This is an optimization exercise on Yosys and OpenROAD, whose aim is small area, not a production implementation. In this exercise RTL edits were held to simulation tests only and were not proved equivalent to the original.

## flow/design.v (module list and top-level ports; edited modules follow where they fit)
// module Cordic: 5217 lines
// module FA: 6 lines
// module XO: 5 lines
// module HA: 6 lines
module Cordic(clk,rst,phase_step,xin,yin,xout,yout);
  // ...
==> flow/flow/run.sh <==
#!/bin/bash
# The standard layout (the standard.sh, standard synthesis) with two changes to how
# cells are sized: the synthesis buffers are removed at floorplan instead of running the
# floorplan-stage timing repair on the unplaced netlist, and after global routing cells on
# paths with positive slack are downsized again (RECOVER_POWER). ORFS writes each step's
# full log under orfs/logs; make's own output goes to flow_make.log here.
set -euo pipefail
bash standard.sh REMOVE_ABC_BUFFERS=1 RECOVER_POWER=100 finish > flow_make.log 2>&1
==> flow/standard.sh <==
#!/bin/bash
# synth_recipe.tcl (not shown) runs the flow's synth.tcl, then flattens the netlist and writes it again
# the make line also repeats each setting of config.mk as NAME=value (left out here)
make -C /OpenROAD-flow-scripts/flow DESIGN_CONFIG=/design/flow/config.mk WORK_HOME=/design/flow/orfs CLKGATE_MAP_FILE= SYNTH_SCRIPT=/design/flow/synth_recipe.tcl "${@:-finish}"
==> flow/config.mk <==
export PLATFORM = sky130hd
export DESIGN_NAME = Cordic
export DESIGN_NICKNAME = Cordic
export VERILOG_FILES = /design/flow/design.v
export SDC_FILE = /design/flow/constraint.sdc
export NUM_CORES = 4
export LEC_CHECK = 0
export CAP_MARGIN = 20
export CORE_MARGIN = 2
export CORE_UTILIZATION = 70
export CTS_CLUSTER_DIAMETER = 80
export CTS_CLUSTER_SIZE = 25
export SLEW_MARGIN = 20
export SYNTH_HIERARCHICAL = 1
export SYNTH_MINIMUM_KEEP_SIZE = 0
==> flow/constraint.sdc <==
create_clock -name core_clock -period 5.0 [get_ports {clk}]
set_input_delay 1.0000 -clock core_clock [delete_from_list [all_inputs] [get_ports {clk}]]
set_output_delay 1.0000 -clock core_clock [all_outputs]
set_load 0.01 [all_outputs]
==> impl_results.md, run 1 <==
* Slew headroom at 0.3925
* Clk tree area frac at 0.02507
* Crit end category: flop
* Seq Cell Count at 1399
* Required @ worst endpoint at 5.52 ns
* Gr busiest metal: met2
* Die Height at 320.7 um
* Max incr delay on CP at 0.40 ns
* Met3 wire len at 5.238 mm
* CP Launch Point: ZL1[29]
* CP dominant cell by count: fa_1
* Slowest CP cell: fa_1
* Root Buffer Master: clkbuf_16
* Outcome: finished clean
* Number of synthesized flops with an enable pin at 0
* Routed wl met2 at 60.04 mm
* Placed cell count at about 7200
* Biggest regs: phase_acc: 32 flops, ZL0: 30 flops, ZL1: 30 flops
* Hold_buf cts at 0
* Max clock buf depth at 3
* Share of the synthesized area in the top cell type at 0.3989
* Top post-synthesis cells by area: dfxtp_1, fa_1, xor2_1
* Max_cap viols at 0
==> inputs of run 2 (changes only) <==
--- a/flow/config.mk
+++ b/flow/config.mk
@@ -10,4 +10,4 @@
 export CORE_UTILIZATION = 70
-export CTS_CLUSTER_DIAMETER = 80
-export CTS_CLUSTER_SIZE = 25
+export CTS_CLUSTER_DIAMETER = 90
+export CTS_CLUSTER_SIZE = 30
 export SLEW_MARGIN = 20
==> impl_results.md, run 2 <==
* Ranking of synthesized cells by instance count: dfxtp_1, xor2_1, fa_1
* Gr busiest metal: met2
* Clock skew at 0.02190 ns
* Num ports at 110
* GPL Wtd Cong at approximately 0.9
* Met1 usage at 0.3585
* CP Cell Sequence: inv_2 > fa_2 > fa_1 > fa_1 > fa_2 > fa_2 > fa_1 > fa_1 > and4_1 > a41oi_2 > buf_4 > nor3_4 > a31o_2 > and4_1 > ha_1 > ha_1 > xor2_1
* Mapped cell area at 70210 um^2
* Critical Path AT at 5.45 ns
* Nets at 7202
* Top post-synthesis cells by area: dfxtp_1, fa_1, xor2_1
* Simple-gate area share of the yosys netlist at 0.08609
* Final setup violating endpoints at 0
* F_max at approximately 0.21 GHz
* Vias in the first global route at 41900
* Post-synthesis mux area share at 0.005863
* Tmin final at 4.863 ns
* Port Buffer Count at approximately 110
* CP Class: reg -> reg
* Crit path launch type: flop
* Effective utilization at floorplan at 0.7042
* Flops & latches, synth at 1399
* Hold_buf cts at 0 (unchanged)
* Core Rows at 116
* CTS tree: done
* Met2 Resource Use GR at 0.4272
* Synth warn at 7
* Slew headroom at -0.3134 (-0.7059)
* Syn avg cell area at around 12 um^2
* Hold Vio Cnt, Final at 0
* Gr ovfl total at 0
* Blocking Checks: max-capacitance violations, max-slew violations
* Most common cell in the netlist: dfxtp_1
* Synth-to-layout area growth at 7.634%
* Max clock buf depth at 3 (unchanged)
* Max_cap viols at 1 (+1)
* Worst hold path class: reg -> reg
* DRC at 0
* Met3 GRT Util at 0.03921
* Final Cycle Share at 0.9726
* Clock transition at path regs at 0.11 ns
* CTS buffer count at 54
* Vias at a little under 40000
* Sum Neg Setup Slack at 0 ns
* Die X at 320.7 um
* Slew Viols, Final at 52
* Die ar. at 102900 um^2
* Largest family of logic cells by synthesized area: adder cells
* Commonest non-fill, non-tap cell in the layout: dfxtp_1
* Root Buffer Master: clkbuf_16
* Async set or reset register ratio after synthesis at 0
* Total GRT Usage at 0.2582
* Slew @ Worst Pin at 1.970 ns
* Synth Area in Compound Gates at 0.03746
* Leading area contributor after synthesis: dfxtp_1
* Top reg by flops: phase_acc
* Core Region at 99710 um^2
* TritonCTS sink count at 1399
* Adder-cell share of the synthesized area at 0.3014
* Routed Antenna Nets at 0
* Post-synth top flop: dfxtp_1
* Required @ worst endpoint at 5.59 ns (+0.07 ns)
* Outcome: finished with violations
* H-tree Lvls at 2
* DR pass1 iterations at 5
* Vias per cell at 5.426
* Worst Path Max Fanout at 5
* Seq/Total Area, Yosys at 0.3989
* Initial drt markers at roughly 1900
* Post-synthesis xor/xnor area fraction at 0.1531
* Worst-skew pair later-pin latency at 0.70 ns
* Layout cells sized above 1 at 0.06175
* Filler cell count in the final layout at 6624
* Number of synthesized flops with an enable pin at 0 (unchanged)
* CP dominant cell by count: fa_1
* WL final at 126.4 mm
* Share of the synthesized area in the top cell type at 0.3989 (unchanged)
* Slowest CP cell: dfxtp_4
* Max incr delay on CP at 0.39 ns (about the same)
* Die Height at 320.7 um (unchanged)
* Initial antenna violation count at 13
* Crit end category: flop
* Max FFs per register at 32
* Number of library cell types mapped by synthesis at 77
* DPL Wire Length at 101.1 mm
* Largest net degree at the start of global routing at 52
* Global-route wire length before repair at 212.7 mm
* Biggest regs: phase_acc: 32 flops, ZL0: 30 flops, ZL1: 30 flops
* Most frequent cells in the layout: dfxtp_1, xor2_1, fa_1
* Syn Inst Count at 5698
* DR WL/cell at 17.44 um
[run 2: repair_timing]
| action | 4_1_cts | 5_1_grt |
|---|---|---|
| resized for setup | 12 | 63 |
| buffers inserted | 0 | 3 |
| setup endpoints to repair | 9 | 86 |
| cloned | 0 | 0 |
| pin swaps | 0 | 7 |
[run 2: per-module statistics from Yosys (local to each module, per instance)]
module / area, um^2 / flops+latches / times used
Cordic: 43840 / 1399 / 1
FA: 20.02 / 0 / 806
HA: 12.51 / 0 / 398
XO: 8.758 / 0 / 600
[run 2: through the flow]
stage	std cells	area (um^2)	setup slack (ns)	util	hold slack, ns
3_5_place_dp	7167	73750	-0.7015	0.7397	0.3138
5_1_grt	7242	75560	-0.007323	0.7578	0.3374
3_3_place_gp	7167	73750	-0.6524	0.7397	0.3119
2_1_floorplan	5593	69750	-1.061	-	0.3096
6_report	7247	75580	0.1368	0.7579	0.3322
4_1_cts	7238	75450	0.01010	0.7567	0.3375
[run 2: final timing paths]
kind / cells after the start / slack (ns) / to / start
setup / recovery: 17 / 0.14 / ZL1[29] / ZL0[29]
hold / removal: 0 / 0.33 / ZL12[0] / ZL11[0]
hold reg to reg: 0 / 0.33 / ZL12[0] / ZL11[0]
setup reg to reg: 17 / 0.14 / ZL1[29] / ZL0[29]
[run 2: cell type report]
type / count / area [um^2] / area share
diodes: 6 / 15.01 / 0.0001987
clock buffers: 61 / 1471 / 0.01947
clock inverters: 10 / 183.9 / 0.002434
inverters: 187 / 701.9 / 0.009288
multi-input cells: 4007 / 41210 / 0.5453
flip-flops and latches: 1399 / 28050 / 0.3712
well taps: 1298 / 1624 / 0.02149
repair buffers: 279 / 2316 / 0.03064
[run 2: worst max-delay path, delay by kind of cell (launching register included)]
kind / cells / cell delay (ns)
adders and majority gates: 9 / 2.98
AOI/OAI and AO/OA: 2 / 0.50
and+or+nand+nor: 3 / 0.49
DFF: 1 / 0.39
buffers and inverters: 2 / 0.25
xor gates and xnor gates: 1 / 0.16
[run 2: logic make-up after synthesis]
| family | after synthesis |
|---|---|
| DFF | 1399 |
| and+or+nand+nor | 1117 |
| muxes | 39 |
| buffers and inverters | 302 |
| adders and majority gates | 1208 |
| other | 1 |
| AOI/OAI and AO/OA | 410 |
| xor gates and xnor gates | 1222 |
[run 2: metal layers]
metal,share of wire,routed length (um)
met5,0.00031,39
met4,0.028,3563
met3,0.040,5008
met2,0.47,59590
met1,0.46,58180
==> inputs of run 3 (changes only) <==
==> flow/run.sh (new file) <==
#!/bin/bash
# synth_recipe.tcl (not shown) runs the flow's synth.tcl, then flattens the netlist and writes it again
# the make line also repeats each setting of config.mk as NAME=value (left out here)
make -C /OpenROAD-flow-scripts/flow DESIGN_CONFIG=/design/flow/config.mk WORK_HOME=/design/flow/orfs CLKGATE_MAP_FILE= SYNTH_SCRIPT=/design/flow/synth_recipe.tcl finish
--- a/flow/config.mk
+++ b/flow/config.mk
@@ -9,5 +9,5 @@
 export CORE_MARGIN = 2
-export CORE_UTILIZATION = 70
-export CTS_CLUSTER_DIAMETER = 90
-export CTS_CLUSTER_SIZE = 30
+export CORE_UTILIZATION = 80
+export CTS_CLUSTER_DIAMETER = 80
+export CTS_CLUSTER_SIZE = 25
 export SLEW_MARGIN = 20
removed: flow/flow/run.sh
removed: flow/standard.sh
==> impl_results.md, run 3 <==
* Final Util at 0.8735 (+0.1156)
* CTS buffer count at 66 (+22%)
* Global-route wire length before repair at 231.1 mm (+8.6%)
* Routed Antenna Nets at 0 (unchanged)
* Most frequent cells in the layout: dfxtp_1, xor2_1, fa_1
* Clock skew at 0.03363 ns (+0.01173 ns)
* Worst slack, placed at -0.7810 ns (-0.07946 ns)
* RSZ-0062 raised after global routing: yes
* Total GRT Usage at 0.3225 (+0.06431)
* Core Region at 86890 um^2 (-13%)
* Synth warn at 7 (unchanged)
* Biggest regs: phase_acc: 32 flops, ZL0: 30 flops, ZL1: 30 flops
* Largest family of logic cells by synthesized area: adder cells
* TritonCTS sink count at 1399 (unchanged)
* Max FFs per register at 32 (unchanged)
* Num ports at 110 (unchanged)
* Layout cells sized above 1 at 0.07837 (+0.01662)
* Core Rows at 108 (-6.9%)
* Gr ovfl total at 0 (unchanged)
* Slew headroom at 0.3010 (+0.6144)
* Die Height at 300.3 um (-6.4%)
* Crit end category: flop
* Slew @ Worst Pin at 1.049 ns (-0.9216 ns)
* Vias per cell at 5.894 (+8.6%)
* Vias at 41890 (+6.5%)
* DPL Wire Length at 108.6 mm (+7.4%)
* Share of the synthesized area in the top cell type at 0.3989 (unchanged)
* Port Buffer Count at 109 (unchanged)
* Worst hold path class: reg -> reg
* Top reg by flops: phase_acc
* Nets at 7205 (+0.042%)
* Synth Area in Compound Gates at 0.03746 (unchanged)
* Leading area contributor after synthesis: dfxtp_1
* Syn Inst Count at 5698 (unchanged)
* Worst-skew pair later-pin latency at 0.65 ns (-0.05 ns)
* CP Cell Sequence: clkinvlp_4 > fa_2 > fa_1 > fa_2 > fa_2 > fa_2 > fa_1 > fa_1 > and4_1 > and4_1 > a31o_2 > and4_1 > and4_1 > ha_1 > xor2_1
* Final setup violating endpoints at 0 (unchanged)
* Max_cap viols at 0 (-1)
* CP Buf/Inv Count at 1 (-1)
* Async set or reset register ratio after synthesis at 0 (unchanged)
* Outcome: finished clean
* CTS tree: done
* Most common cell in the netlist: dfxtp_1
* Max incr delay on CP at 0.40 ns (about the same)
* Initial drt markers at 2519 (+31%)
* Post-synthesis xor/xnor area fraction at 0.1531 (unchanged)
* Die X at 300.3 um (-6.4%)
* Simple-gate area share of the yosys netlist at 0.08609 (unchanged)
* Number of synthesized flops with an enable pin at 0 (unchanged)
* Crit path launch type: flop
* Worst Path Max Fanout at 3 (-2)
* Clock transition at path regs at 0.10 ns (about the same)
* Max clock buf depth at 3 (unchanged)
* Ranking of synthesized cells by instance count: dfxtp_1, xor2_1, fa_1
* GPL Wtd Cong at 0.8957 (+1.7%)
* H-tree Lvls at 3 (+1)
* Critical Path AT at 5.43 ns (-0.02 ns)
* Slew Viols, Final at 0 (-100%)
* DR pass1 iterations at 6 (+1)
* Vias in the first global route at 45810 (+9.3%)
* F_max at 0.2038 GHz (-0.87%)
* WL final at 142.8 mm (+13%)
* Effective utilization at floorplan at 0.8081 (+0.1039)
* Synth-to-layout area growth at 8.095%
* CP Class: reg -> reg
* Final Cycle Share at 0.9812 (+0.008558)
* Mapped cell area at 70210 um^2 (unchanged)
* Initial antenna violation count at 7 (-6)
* Required @ worst endpoint at 5.53 ns (-0.06 ns)
* DR WL/cell at 20.09 um (+15%)
* Flops & latches, synth at 1399 (unchanged)
* Syn avg cell area at 12.32 um^2 (unchanged)
* Tmin final at 4.906 ns (+0.04279 ns)
* CP top delay family: adder cells
* Number of library cell types mapped by synthesis at 77 (unchanged)
* Adder-cell share of the synthesized area at 0.3014 (unchanged)
* Filler cell count in the final layout at 4103 (-38%)
* Top post-synthesis cells by area: dfxtp_1, fa_1, xor2_1
* Sum Neg Setup Slack at 0 ns (unchanged)
* Hold_buf cts at 0 (unchanged)
* Slowest CP cell: dfxtp_4
* Root Buffer Master: clkbuf_16
* Hold Vio Cnt, Final at 0 (unchanged)
* Post-synthesis mux area share at 0.005863 (unchanged)
* Final worst setup slack at 0.09405 ns (-0.04279 ns)
* Seq/Total Area, Yosys at 0.3989 (unchanged)
* DRC at 0 (unchanged)
* Die ar. at 90150 um^2 (-12%)
* Post-synth top flop: dfxtp_1
* Largest net degree at the start of global routing at 52 (unchanged)
* Commonest non-fill, non-tap cell in the layout: dfxtp_1
==> run 3: cell counts after synthesis <==
Identical to the previous run, type by type.
==> run 3: final timing paths <==
path	start	end	slack, ns	depth (start not counted)
worst max-delay path	ZL7[23]	ZL8[22]	0.09	15
worst min register to register	ZL9[1]	ZL10[1]	0.34	0
worst max register to register	ZL7[23]	ZL8[22]	0.09	15
worst min-delay path	ZL9[1]	ZL10[1]	0.34	0
==> run 3: cell families after synthesis <==
logic type / count (synthesis)
xor+xnor: 1222
simple gates: 1117
mux: 39
flops: 1399
compound gates: 410
other cells: 1
buf+inv: 302
fa+ha+maj: 1208
==> run 3: layout make-up <==
cell class                 count  area [um^2]  share of cell area
sequential                  1399        28080              0.3700
clock inverter                 5        51.30           0.0006759
multi-input combinational   4007        41470              0.5464
tap                         1155         1445             0.01904
inverter                     187        735.7            0.009693
timing repair buffer         270         2315             0.03050
antenna                        7        17.52           0.0002308
clock buffer                  78         1782             0.02347
==> run 3: what timing repair did <==
| item | in CTS | in global routing |
|---|---|---|
| gates cloned | 0 | 0 |
| setup endpoints to repair | 12 | 84 |
| gates resized for setup | 6 | 55 |
| setup buffers | 5 | 24 |
| pin swaps | 0 | 8 |
==> run 3: per-module statistics from Yosys (local to each module, per instance) <==
module	cells	cell area, um^2	times used
HA	1	12.51	398
Cordic	3894	43840	1
XO	1	8.758	600
FA	1	20.02	806
==> run 3: metrics by stage <==
step	cell area (um^2)	hold WS, ns	cells
after floorplan	70600	0.3096	5708
after global placement	73630	0.3110	6989
after detailed placement	73630	0.3138	6989
after CTS	75510	0.3296	7077
after global routing	75900	0.3389	7107
final	75900	0.3352	7108
==> run 3: layer usage <==
| layer | global-route usage | share of wire |
|---|---|---|
| met1 | 0.3705 | 0.37 |
| met3 | 0.03432 | 0.036 |
| met5 | 0 | 0 |
| met2 | 0.6133 | 0.55 |
| met4 | 0.1257 | 0.040 |
==> inputs of run 4 (changes only) <==
--- a/flow/config.mk
+++ b/flow/config.mk
@@ -9,3 +9,3 @@
 export CORE_MARGIN = 2
-export CORE_UTILIZATION = 80
+export CORE_UTILIZATION = 70
 export CTS_CLUSTER_DIAMETER = 80
==> impl_results.md, run 4 <==
* Ranking of synthesized cells by instance count: dfxtp_1, xor2_1, fa_1
* Final Util at 0.7631 (-0.1105)
* Core Region at 99710 um^2 (+15%)
* Num ports at 110 (unchanged)
* Async set or reset register ratio after synthesis at 0 (unchanged)
* Most frequent cells in the layout: dfxtp_1, xor2_1, fa_1
* Seq/Total Area, Yosys at 0.3989 (unchanged)
* Max FFs per register at 32 (unchanged)
* Reg2Reg Launch Point: ZL8[22]
* R2r worst-path depth at 15 (unchanged)
* Initial drt markers at 2002 (-21%)
* Worst Hold Launch: ZL13[0]
* Number of library cell types mapped by synthesis at 77 (unchanged)
* Worst-skew pair later-pin latency at 0.66 ns (about the same)
* Synth-to-layout area growth at 8.359%
* DPL Wire Length at 103.2 mm (-4.9%)
* Core Rows at 116 (+7.4%)
* Hold path depth at 0 (unchanged)
* Die ar. at 102900 um^2 (+14%)
* Max clock buf depth at 3 (unchanged)
* GPL Wtd Cong at 0.8822 (-1.5%)
* Share of the synthesized area in the top cell type at 0.3989 (unchanged)
* DP Area at 73890 um^2 (+0.36%)
* Die Height at 320.7 um (+6.8%)
* Placed cell count at 7140 (+2.2%)
* Largest net degree at the start of global routing at 52 (unchanged)
* Initial antenna violation count at 6 (-1)
* Number of synthesized flops with an enable pin at 0 (unchanged)
* Max_cap viols at 0 (unchanged)
* Post-synth top flop: dfxtp_1
* Layout cells sized above 1 at 0.07426 (-0.004111)
* Final non-filler cell total at 7251 (+2.0%)
* Vias in the first global route at 41430 (-9.6%)
* R2r endpoint: ZL9[20]
* Worst Path Max Fanout at 4 (+1)
* DR pass1 iterations at 5 (-1)
* Final Instance Area at 76080 um^2 (+0.24%)
* Synth warn at 7 (unchanged)
* CP Class: reg -> reg
* Setup slack, reg-to-reg at 0.13 ns (+0.03 ns)
* Biggest regs: phase_acc: 32 flops, ZL0: 30 flops, ZL1: 30 flops
* Syn Inst Count at 5698 (unchanged)
* Effective utilization at floorplan at 0.7042 (-0.1039)
* Nets at 7203 (-0.028%)
* Hold Vio Cnt, Final at 0 (unchanged)
* Clock transition at path regs at 0.09 ns (about the same)
* Worst hold path class: reg -> reg
* Filler cell count in the final layout at 6559 (+60%)
* Port Buffer Count at 109 (unchanged)
* Endpoint with the worst hold slack: ZL14[0]
* Leading area contributor after synthesis: dfxtp_1
* Slew headroom at 0.4094 (+0.1084)
* TritonCTS sink count at 1399 (unchanged)
* Vias at 39710 (-5.2%)
* Crit path launch type: flop
* Top post-synthesis cells by area: dfxtp_1, fa_1, xor2_1
* DR WL/cell at 17.58 um (-13%)
* Worst slack, placed at -0.7248 ns (+0.05618 ns)
* F_max at 0.2053 GHz (+0.70%)
* Final setup violating endpoints at 0 (unchanged)
* CTS tree: done
* Final worst setup slack at 0.1283 ns (+0.03427 ns)
* Syn avg cell area at 12.32 um^2 (unchanged)
* CTS buffer count at 67 (+1.5%)
* Slew @ Worst Pin at 0.8829 ns (-0.1656 ns)
* Gr ovfl total at 0 (unchanged)
* Flops & latches, synth at 1399 (unchanged)
* Top reg by flops: phase_acc
* Commonest non-fill, non-tap cell in the layout: dfxtp_1
* Most common cell in the netlist: dfxtp_1
* Routed Antenna Nets at 0 (unchanged)
* Mapped cell area at 70210 um^2 (unchanged)
* Slew Viols, Final at 0 (unchanged)
* Clock skew at 0.02208 ns (-0.01155 ns)
* Global-route wire length before repair at 211.8 mm (-8.3%)
* Root Buffer Master: clkbuf_16
* Required @ worst endpoint at 5.54 ns (about the same)
* Final Cycle Share at 0.9743 (-0.006853)
* Crit end category: flop
* H-tree Lvls at 3 (unchanged)
* WL final at 127.5 mm (-11%)
* DRC at 0 (unchanged)
* Vias per cell at 5.476 (-7.1%)
* Critical Path AT at 5.41 ns (-0.02 ns)
* Outcome: finished clean
* Die X at 320.7 um (+6.8%)
* Total GRT Usage at 0.2592 (-0.06333)
* Tmin final at 4.872 ns (-0.03427 ns)
-- run 4: changes by cell type in the layout (fill, tap and decap cells not counted), sizes merged --
cell	change
buf	-3
diode	-6
clkinvlp	+1
bufinv	+1
inv	+1
clkbuf	+6
-- run 4: cell families after synthesis --
group                    Yosys count  synth area share
flip-flops                      1399            0.3989
adder cells (fa/ha/maj)         1208            0.3014
other                              1        0.00005341
buffers and inverters            302           0.01716
XOR/XNOR                        1222            0.1531
AND/OR/NAND/NOR                 1117           0.08609
multiplexers                      39          0.005863
AO/OA/AOI/OAI                    410           0.03746
-- run 4: cell type report --
type                       count  area [um^2]  area share
multi-input combinational   4007        41390      0.5440
sequential                  1399        28070      0.3689
inverter                     187        735.7    0.009670
timing repair buffer         267         2317     0.03046
clock inverter                 8        93.84    0.001233
clock buffer                  84         1856     0.02439
tap                         1298         1624     0.02135
antenna                        1        2.502  0.00003289
-- run 4: routing by layer --
metal,global-route usage,share of wire,vias up
li1,-,-,19330
met1,0.3366,0.43,19560
met2,0.4619,0.51,629
met3,0.03359,0.037,185
met4,0.06218,0.023,4
met5,0,0.00020,-
-- run 4: modules after synthesis, one instance, submodules excluded --
module | cells inside | flops+latches | area, um^2 | copies in the design
Cordic | 3894 | 1399 | 43840 | 1
FA | 1 | 0 | 20.02 | 806
HA | 1 | 0 | 12.51 | 398
XO | 1 | 0 | 8.758 | 600
-- run 4: timing repair --
action,CTS,global route
hold buffers,0,0
setup buffers,0,18
pin swaps,0,6
setup endpoints to repair,1,51
resized for setup,1,27
-- run 4: worst max path at each step --
stage | slack (ns) | end | cells past startpoint | from
after floorplan | -0.17 | ZL2[28] | 16 | ZL1[29]
after global placement | -0.70 | phase_acc[30] | 18 | phase_step[11]
after detailed placement | -0.72 | phase_acc[30] | 18 | phase_step[11]
after CTS | 0.004 | ZL2[28] | 16 | ZL1[29]
after global routing | -0.01 | ZL2[28] | 16 | ZL1[29]
final | 0.13 | ZL9[20] | 15 | ZL8[22]
-- run 4: critical path, cell delays in order (launching register included) --
cell and delay (ns):
dfxtp_4 0.39, clkinvlp_4 0.12, fa_2 0.35, fa_1 0.41, fa_1 0.39, fa_1 0.38, fa_1 0.39, fa_1 0.39
fa_1 0.43, and4_1 0.25, and4_1 0.22, a31o_2 0.27, and4_1 0.22, ha_1 0.20, ha_1 0.19, xor2_1 0.16
-- run 4: stage by stage --
step / TNS [ns] / hold slack (ns)
global placement: -5.503 / 0.3121
finish: 0 / 0.3320
global route: -0.01168 / 0.3415
floorplan: -0.5672 / 0.3096
detailed placement: -6.197 / 0.3121
CTS: 0 / 0.3328
==> inputs of run 5 (changes only) <==
--- a/flow/config.mk
+++ b/flow/config.mk
@@ -10,4 +10,4 @@
 export CORE_UTILIZATION = 70
-export CTS_CLUSTER_DIAMETER = 80
-export CTS_CLUSTER_SIZE = 25
+export CTS_CLUSTER_DIAMETER = 90
+export CTS_CLUSTER_SIZE = 30
 export SLEW_MARGIN = 20
==> impl_results.md, run 5 <==
* Vias at 39610 (-0.26%)
* Final setup violating endpoints at 0 (unchanged)
* Hold Slack at 0.3363 ns (+0.004333 ns)
* Setup slack, reg-to-reg at 0.15 ns (+0.02 ns)
* Filler cell count in the final layout at 6600 (+0.63%)
* Flops & latches, synth at 1399 (unchanged)
* Seq/Total Area, Yosys at 0.3989 (unchanged)
* DPL Wire Length at 103.2 mm (unchanged)
* Die X at 320.7 um (unchanged)
* Commonest non-fill, non-tap cell in the layout: dfxtp_1
* Initial antenna violation count at 8 (+2)
* Placed cell count at 7140 (unchanged)
* Effective utilization at floorplan at 0.7042 (unchanged)
* Outcome: finished clean
* Top post-synthesis cells by area: dfxtp_1, fa_1, xor2_1
* Post-synth top flop: dfxtp_1
* Slew headroom at 0.4042 (-0.005245)
* CTS tree: done
* Syn Inst Count at 5698 (unchanged)
* Num ports at 110 (unchanged)
* Worst-skew pair later-pin latency at 0.71 ns (+0.05 ns)
* CP Launch Point: ZL8[22]
* CTS buffer count at 54 (-19%)
* Total GRT Usage at 0.2576 (-0.001587)
* Synth warn at 7 (unchanged)
* Max_cap viols at 0 (unchanged)
* Sum Neg Setup Slack at 0 ns (unchanged)
* CP Cell Sequence: clkinvlp_4 > fa_2 > fa_1 > fa_1 > fa_1 > fa_2 > fa_1 > fa_1 > and4_1 > and4_1 > a31o_2 > and4_1 > ha_1 > ha_1 > xor2_1
* Mapped cell area at 70210 um^2 (unchanged)
* WL final at 127.2 mm (-0.20%)
* F_max at 0.2061 GHz (+0.40%)
* Leading area contributor after synthesis: dfxtp_1
* Async set or reset register ratio after synthesis at 0 (unchanged)
* Port Buffer Count at 109 (unchanged)
* Vias per cell at 5.473 (about the same)
* Storage element area at 28070 um^2 (unchanged)
* Die ar. at 102900 um^2 (unchanged)
* Worst Path Max Fanout at 3 (-1)
* Max incr delay on CP at 0.44 ns (about the same)
* Synth-to-layout area growth at 7.862%
* H-tree Lvls at 2 (-1)
* Slew @ Worst Pin at 0.8907 ns (+0.007840 ns)
* Number of library cell types mapped by synthesis at 77 (unchanged)
* Final Cycle Share at 0.9704 (-0.003923)
* Routed Antenna Nets at 0 (unchanged)
* Die Height at 320.7 um (unchanged)
* Core Region at 99710 um^2 (unchanged)
* Most frequent cells in the layout: dfxtp_1, xor2_1, fa_1
* DR pass1 iterations at 7 (+2)
* Initial drt markers at 1850 (-7.6%)
* Antenna cells at 0 (-1)
* Layout cells sized above 1 at 0.07291 (-0.001353)
* Tmin final at 4.852 ns (-0.01961 ns)
* DRC at 0 (unchanged)
* Hold Vio Cnt, Final at 0 (unchanged)
* Max clock buf depth at 3 (unchanged)
* Gr ovfl total at 0 (unchanged)
* Worst hold path class: reg -> reg
* Largest net degree at the start of global routing at 52 (unchanged)
* Required @ worst endpoint at 5.59 ns (+0.05 ns)
* DR WL/cell at 17.58 um (about the same)
* Multi-input gate area in the final layout at 41380 um^2 (about the same)
* Syn avg cell area at 12.32 um^2 (unchanged)
* Nets at 7192 (-0.15%)
* Max FFs per register at 32 (unchanged)
* Slew Viols, Final at 0 (unchanged)
* Ranking of synthesized cells by instance count: dfxtp_1, xor2_1, fa_1
* Hold_buf cts at 0 (unchanged)
* TritonCTS sink count at 1399 (unchanged)
* CP Class: reg -> reg
* Crit path launch type: flop
* CP dominant cell by count: fa_1
* Number of synthesized flops with an enable pin at 0 (unchanged)
* Most common cell in the netlist: dfxtp_1
* Crit end category: flop
* Biggest regs: phase_acc: 32 flops, ZL0: 30 flops, ZL1: 30 flops
* Share of the synthesized area in the top cell type at 0.3989 (unchanged)
* RSZ-0062 raised after global routing: no
* GPL Wtd Cong at 0.8822 (unchanged)
* Clock transition at path regs at 0.11 ns (+0.02 ns)
* Reg2Reg Launch Point: ZL8[22]
* Clock skew at 0.02520 ns (+0.003115 ns)
* Core Rows at 116 (unchanged)
* Worst Hold Launch: ZL9[0]
* Vias in the first global route at 41250 (-0.43%)
* Critical Path AT at 5.44 ns (+0.03 ns)
* Final non-filler cell total at 7237 (-0.19%)
* Global-route wire length before repair at 210.6 mm (-0.60%)
* Slowest CP cell: fa_1
* Root Buffer Master: clkbuf_16
* Top reg by flops: phase_acc
-- run 5: cell count changes in the layout (fill, tap and decap cells not counted) --
cell,before,now
clkbuf_8,3,2
clkbuf_1,10,7
inv_12,0,1
clkinv_8,1,0
a31oi_2,2,3
fa_2,61,62
a31oi_4,1,0
clkbuf_16,71,57
buf_4,153,155
diode_2,1,0
fa_1,745,744
clkinvlp_4,10,12
clkinv_2,1,2
-- run 5: metal layers --
| layer | vias to the layer above | GRT usage | wire length [um] |
|---|---|---|---|
| li1 | 19300 | - | - |
| met1 | 19420 | 0.3323 | 54010 |
| met2 | 688 | 0.4574 | 64290 |
| met3 | 185 | 0.03334 | 5387 |
| met4 | 4 | 0.07094 | 3513 |
| met5 | - | 0 | 26 |
-- run 5: final timing paths --
kind,endpoint,cells after the start
hold / removal,ZL10[0],0
hold reg to reg,ZL10[0],0
setup / recovery,ZL9[20],15
setup reg to reg,ZL9[20],15
-- run 5: cell type report --
| cell class | count | share of cell area |
|---|---|---|
| Multi-Input combinational cell | 4007 | 0.5464 |
| Sequential cell | 1399 | 0.3706 |
| Timing Repair Buffer | 269 | 0.03079 |
| Tap cell | 1298 | 0.02144 |
| Clock buffer | 66 | 0.01954 |
| Inverter | 187 | 0.009714 |
| Clock inverter | 11 | 0.001503 |
-- run 5: cells by family (layout without fill, tap and decap cells) --
logic type | after synthesis | count (layout) | share of synthesized area
AO/OA/AOI/OAI | 410 | 410 | 0.03746
XOR/XNOR | 1222 | 1222 | 0.1531
adder cells (fa/ha/maj) | 1208 | 1208 | 0.3014
buffers and inverters | 302 | 533 | 0.01716
flip-flops | 1399 | 1399 | 0.3989
multiplexers | 39 | 39 | 0.005863
other | 1 | 11 | 0.00005341
AND/OR/NAND/NOR | 1117 | 1117 | 0.08609
-- run 5: modules after synthesis (local to each module, per instance) --
module  copies in the design  cells  cell area (um^2)  flops+latches
FA                       806      1             20.02              0
HA                       398      1             12.51              0
Cordic                     1   3894             43840           1399
XO                       600      1             8.758              0
-- run 5: worst max-delay path, delay by kind of cell, from the launching register on --
family                   cells  cell delay, ns
AND/OR/NAND/NOR              3            0.70
adder cells (fa/ha/maj)      9            3.13
XOR/XNOR                     1            0.15
buffers and inverters        1            0.10
flip-flops                   1            0.40
AO/OA/AOI/OAI                1            0.26
-- run 5: repair_timing --
item	CTS	global route
pin swaps	0	6
setup endpoints to repair	3	48
setup buffers	3	17
gates resized for setup	0	28
-- run 5: metrics by stage --
step | worst slack (ns) | instance area, um^2 | utilization
after global routing | 0.0007234 | 75740 | 0.7595
after CTS | 0.04869 | 75510 | 0.7573
after detailed placement | -0.7248 | 73890 | 0.7411
after floorplan | -0.1715 | 70600 | -
final | 0.1479 | 75740 | 0.7595
after global placement | -0.7033 | 73890 | 0.7411
==> inputs of run 6 (changes only) <==
==> flow/flow/run.sh (new file) <==
#!/bin/bash
# The standard layout (the standard.sh, standard synthesis) with one change to how cells
# are sized: the synthesis buffers are removed at floorplan instead of running the
# floorplan-stage timing repair on the unplaced netlist. ORFS writes each step's full log
# under orfs/logs; make's own output goes to flow_make.log here.
set -euo pipefail
bash standard.sh REMOVE_ABC_BUFFERS=1 finish > flow_make.log 2>&1
==> flow/standard.sh (new file) <==
#!/bin/bash
# synth_recipe.tcl (not shown) runs the flow's synth.tcl, then flattens the netlist and writes it again
# the make line also repeats each setting of config.mk as NAME=value (left out here)
make -C /OpenROAD-flow-scripts/flow DESIGN_CONFIG=/design/flow/config.mk WORK_HOME=/design/flow/orfs CLKGATE_MAP_FILE= SYNTH_SCRIPT=/design/flow/synth_recipe.tcl "${@:-finish}"
removed: flow/run.sh
==> impl_results.md, run 6 <==
* Outcome: finished clean
* R2r endpoint: ZL1[29]
* Num ports at 110 (unchanged)
* Critical Path AT at 5.46 ns (+0.02 ns)
* DR pass1 iterations at 5 (-2)
* Post-synth top flop: dfxtp_1
* Synth-to-layout area growth at 7.755% (about the same)
* Routed Antenna Nets at 0 (unchanged)
* Critical Path End: ZL1[29]
* Die Height at 320.7 um (unchanged)
* CP Class: reg -> reg
* Die ar. at 102900 um^2 (unchanged)
* F_max at 0.2054 GHz (-0.33%)
* Reg2Reg Launch Point: ZL0[29]
* Filler cell count in the final layout at 6599 (-0.015%)
* CP Launch Point: ZL0[29]
* Leading area contributor after synthesis: dfxtp_1
* Mapped cell area at 70210 um^2 (unchanged)
* Core Rows at 116 (unchanged)
* Initial antenna violation count at 13 (+5)
* Slew headroom at 0.3991 (-0.005029)
* Final non-filler cell total at 7247 (+0.14%)
* Max FFs per register at 32 (unchanged)
* Clock transition at path regs at 0.11 ns (about the same)
* DPL Wire Length at 101.1 mm (-2.1%)
* Async set or reset register ratio after synthesis at 0 (unchanged)
* Max clock buf depth at 3 (unchanged)
* Seq/Total Area, Yosys at 0.3989 (unchanged)
* Initial drt markers at 2047 (+11%)
* Worst slack, placed at -0.7015 ns (+0.02327 ns)
* Setup slack, reg-to-reg at 0.13 ns (-0.02 ns)
* Port Buffer Count at 109 (unchanged)
* Synth warn at 7 (unchanged)
* DR WL/cell at 17.45 um (-0.72%)
* CTS tree: done
* Ranking of synthesized cells by instance count: dfxtp_1, xor2_1, fa_1
* Max_cap viols at 0 (unchanged)
* Global-route wire length before repair at 212.7 mm (+1.0%)
* Final Cycle Share at 0.9736 (+0.003222)
* GPL Wtd Cong at 0.8805 (-0.19%)
* H-tree Lvls at 2 (unchanged)
* Worst hold path class: reg -> reg
* Total GRT Usage at 0.2582 (+0.0006120)
* Number of synthesized flops with an enable pin at 0 (unchanged)
* Clock skew at 0.02250 ns (-0.002704 ns)
* Final worst setup slack at 0.1318 ns (-0.01611 ns)
* TritonCTS sink count at 1399 (unchanged)
* Share of the synthesized area in the top cell type at 0.3989 (unchanged)
* R2r worst-path depth at 17 (+2)
* Slew @ Worst Pin at 0.8983 ns (+0.007519 ns)
* Worst Path Max Fanout at 5 (+2)
* Placed cell count at 7167 (+0.38%)
* Effective utilization at floorplan at 0.7042 (unchanged)
* DRC at 0 (unchanged)
* Most frequent cells in the layout: dfxtp_1, xor2_1, fa_1
* Core Region at 99710 um^2 (unchanged)
* Root Buffer Master: clkbuf_16
* Biggest regs: phase_acc: 32 flops, ZL0: 30 flops, ZL1: 30 flops
* Syn Inst Count at 5698 (unchanged)
* Crit end category: flop
* Hold Vio Cnt, Final at 0 (unchanged)
* Tmin final at 4.868 ns (+0.01611 ns)
* Top post-synthesis cells by area: dfxtp_1, fa_1, xor2_1
* Layout cells sized above 1 at 0.06596 (-0.006948)
* Top reg by flops: phase_acc
* Met3 GRT Util at 0.03921 (+0.005872)
* Syn avg cell area at 12.32 um^2 (unchanged)
* Number of library cell types mapped by synthesis at 77 (unchanged)
* Vias at 39390 (-0.54%)
* Nets at 7202 (+0.14%)
* Sum Neg Setup Slack at 0 ns (unchanged)
* Hold Slack at 0.3326 ns (-0.003738 ns)
* Vias per cell at 5.436 (-0.67%)
* Met2 Resource Use GR at 0.4272 (-0.03021)
* Most common cell in the netlist: dfxtp_1
* Hold_buf cts at 0 (unchanged)
* Gr busiest metal: met2
* Largest net degree at the start of global routing at 52 (unchanged)
* Vias in the first global route at 41900 (+1.6%)
* Flops & latches, synth at 1399 (unchanged)
* Final setup violating endpoints at 0 (unchanged)
* CTS buffer count at 54 (unchanged)
* Die X at 320.7 um (unchanged)
* Crit path launch type: flop
* Gr ovfl total at 0 (unchanged)
* Worst-skew pair later-pin latency at 0.70 ns (about the same)
* Slew Viols, Final at 0 (unchanged)
* Required @ worst endpoint at 5.59 ns (about the same)
* Commonest non-fill, non-tap cell in the layout: dfxtp_1
* Met1 usage at 0.3585 (+0.02621)
* WL final at 126.5 mm (-0.58%)
## run 6: kinds of logic (layout without fill, tap and decap cells)
kind of cell / after synthesis / count (layout) / share of synthesized area
fa+ha+maj: 1208 / 1208 / 0.3014
mux: 39 / 39 / 0.005863
simple gates: 1117 / 1117 / 0.08609
xor+xnor: 1222 / 1222 / 0.1531
compound gates: 410 / 410 / 0.03746
buf+inv: 302 / 537 / 0.01716
other cells: 1 / 17 / 0.00005341
flops: 1399 / 1399 / 0.3989
## run 6: area by class of cell
cell class	instances	area, um^2	share of cell area
inverters	187	701.9	0.009277
clock inverters	10	183.9	0.002431
well taps	1298	1624	0.02147
clock buffers	61	1471	0.01945
repair buffers	279	2387	0.03155
diodes	6	15.01	0.0001984
multi-input cells	4007	41220	0.5448
flip-flops and latches	1399	28060	0.3708
## run 6: modules after synthesis (local to each module, per instance)
module / cell area [um^2] / copies in the design
FA: 20.02 / 806
HA: 12.51 / 398
XO: 8.758 / 600
Cordic: 43840 / 1
## run 6: per-stage QoR
stage	cell area, um^2	util
after floorplan	69750	-
after global placement	73750	0.7397
after detailed placement	73750	0.7397
after CTS	75450	0.7567
after global routing	75650	0.7587
final	75660	0.7588
## run 6: routing by layer
layer | up-vias | part of all wire
met5 | - | 0.00031
met4 | 6 | 0.029
met3 | 208 | 0.042
met2 | 667 | 0.47
met1 | 19210 | 0.46
li1 | 19300 | -
## run 6: worst min path at each step
| stage | start | to | slack, ns | depth (start not counted) |
|---|---|---|---|---|
| finish | ZL19 | D20 | 0.33 | 0 |
| global route | ZL19 | D20 | 0.34 | 0 |
| CTS | ZL11[0] | ZL12[0] | 0.34 | 0 |
| detailed placement | ZL17[3] | ZL18[3] | 0.31 | 0 |
| global placement | ZL17[3] | ZL18[3] | 0.31 | 0 |
| floorplan | ZL19 | D20 | 0.31 | 0 |
## run 6: critical path: stages, from the launching register on
cell and delay, ns:
dfxtp_4 0.39, inv_2 0.07, fa_2 0.34, fa_1 0.39, fa_1 0.39, fa_2 0.35
fa_2 0.35, fa_1 0.39, fa_1 0.39, and4_1 0.25, a41oi_2 0.24, buf_4 0.18
nor3_4 0.05, a31o_2 0.26, and4_1 0.20, ha_1 0.19, ha_1 0.19, xor2_1 0.16
## run 6: repair_timing
item	CTS	global route
resized for setup	12	63
pin swaps	0	7
setup endpoints to repair	9	86
buffers inserted	0	3

-- re-timing with driven ports --
How much do the figures lean on ideal ports? The routed layouts below were timed once more, with nothing changed but the port constraints.
Step 1 (the two cells are an assumption about what drives the block):
set clk [get_ports {clk}]
set_driving_cell -lib_cell sky130_fd_sc_hd__clkbuf_16 $clk
set_driving_cell -lib_cell sky130_fd_sc_hd__buf_2 [delete_from_list [all_inputs] $clk]
Step 2 times the ports against the registers' clock, not the clock port: input delays grow and output delays shrink by t, the midpoint of the rising clock arrivals with the driver on.
Slacks: ideal / step 1 / step 2; pairs: ideal / step 1.
run	t (ns)	setup slack, ns	worst setup path after step 2	cell pins on the clock port's net
run 1	0.716	0.128 / 0.128 / -0.472	input to register	1
run 2	0.760	0.137 / 0.137 / -0.563	input to register	1
run 3	0.707	0.094 / 0.094 / -0.479	input to register	1
run 4	0.720	0.128 / 0.128 / -0.521	input to register	1
run 5	0.768	0.148 / 0.148 / -0.540	input to register	1
run 6	0.758	0.132 / 0.132 / -0.554	input to register	1
The setup slack of run 2, which loses most, moves by 0.000 ns with the drivers and by -0.700 ns with both steps.
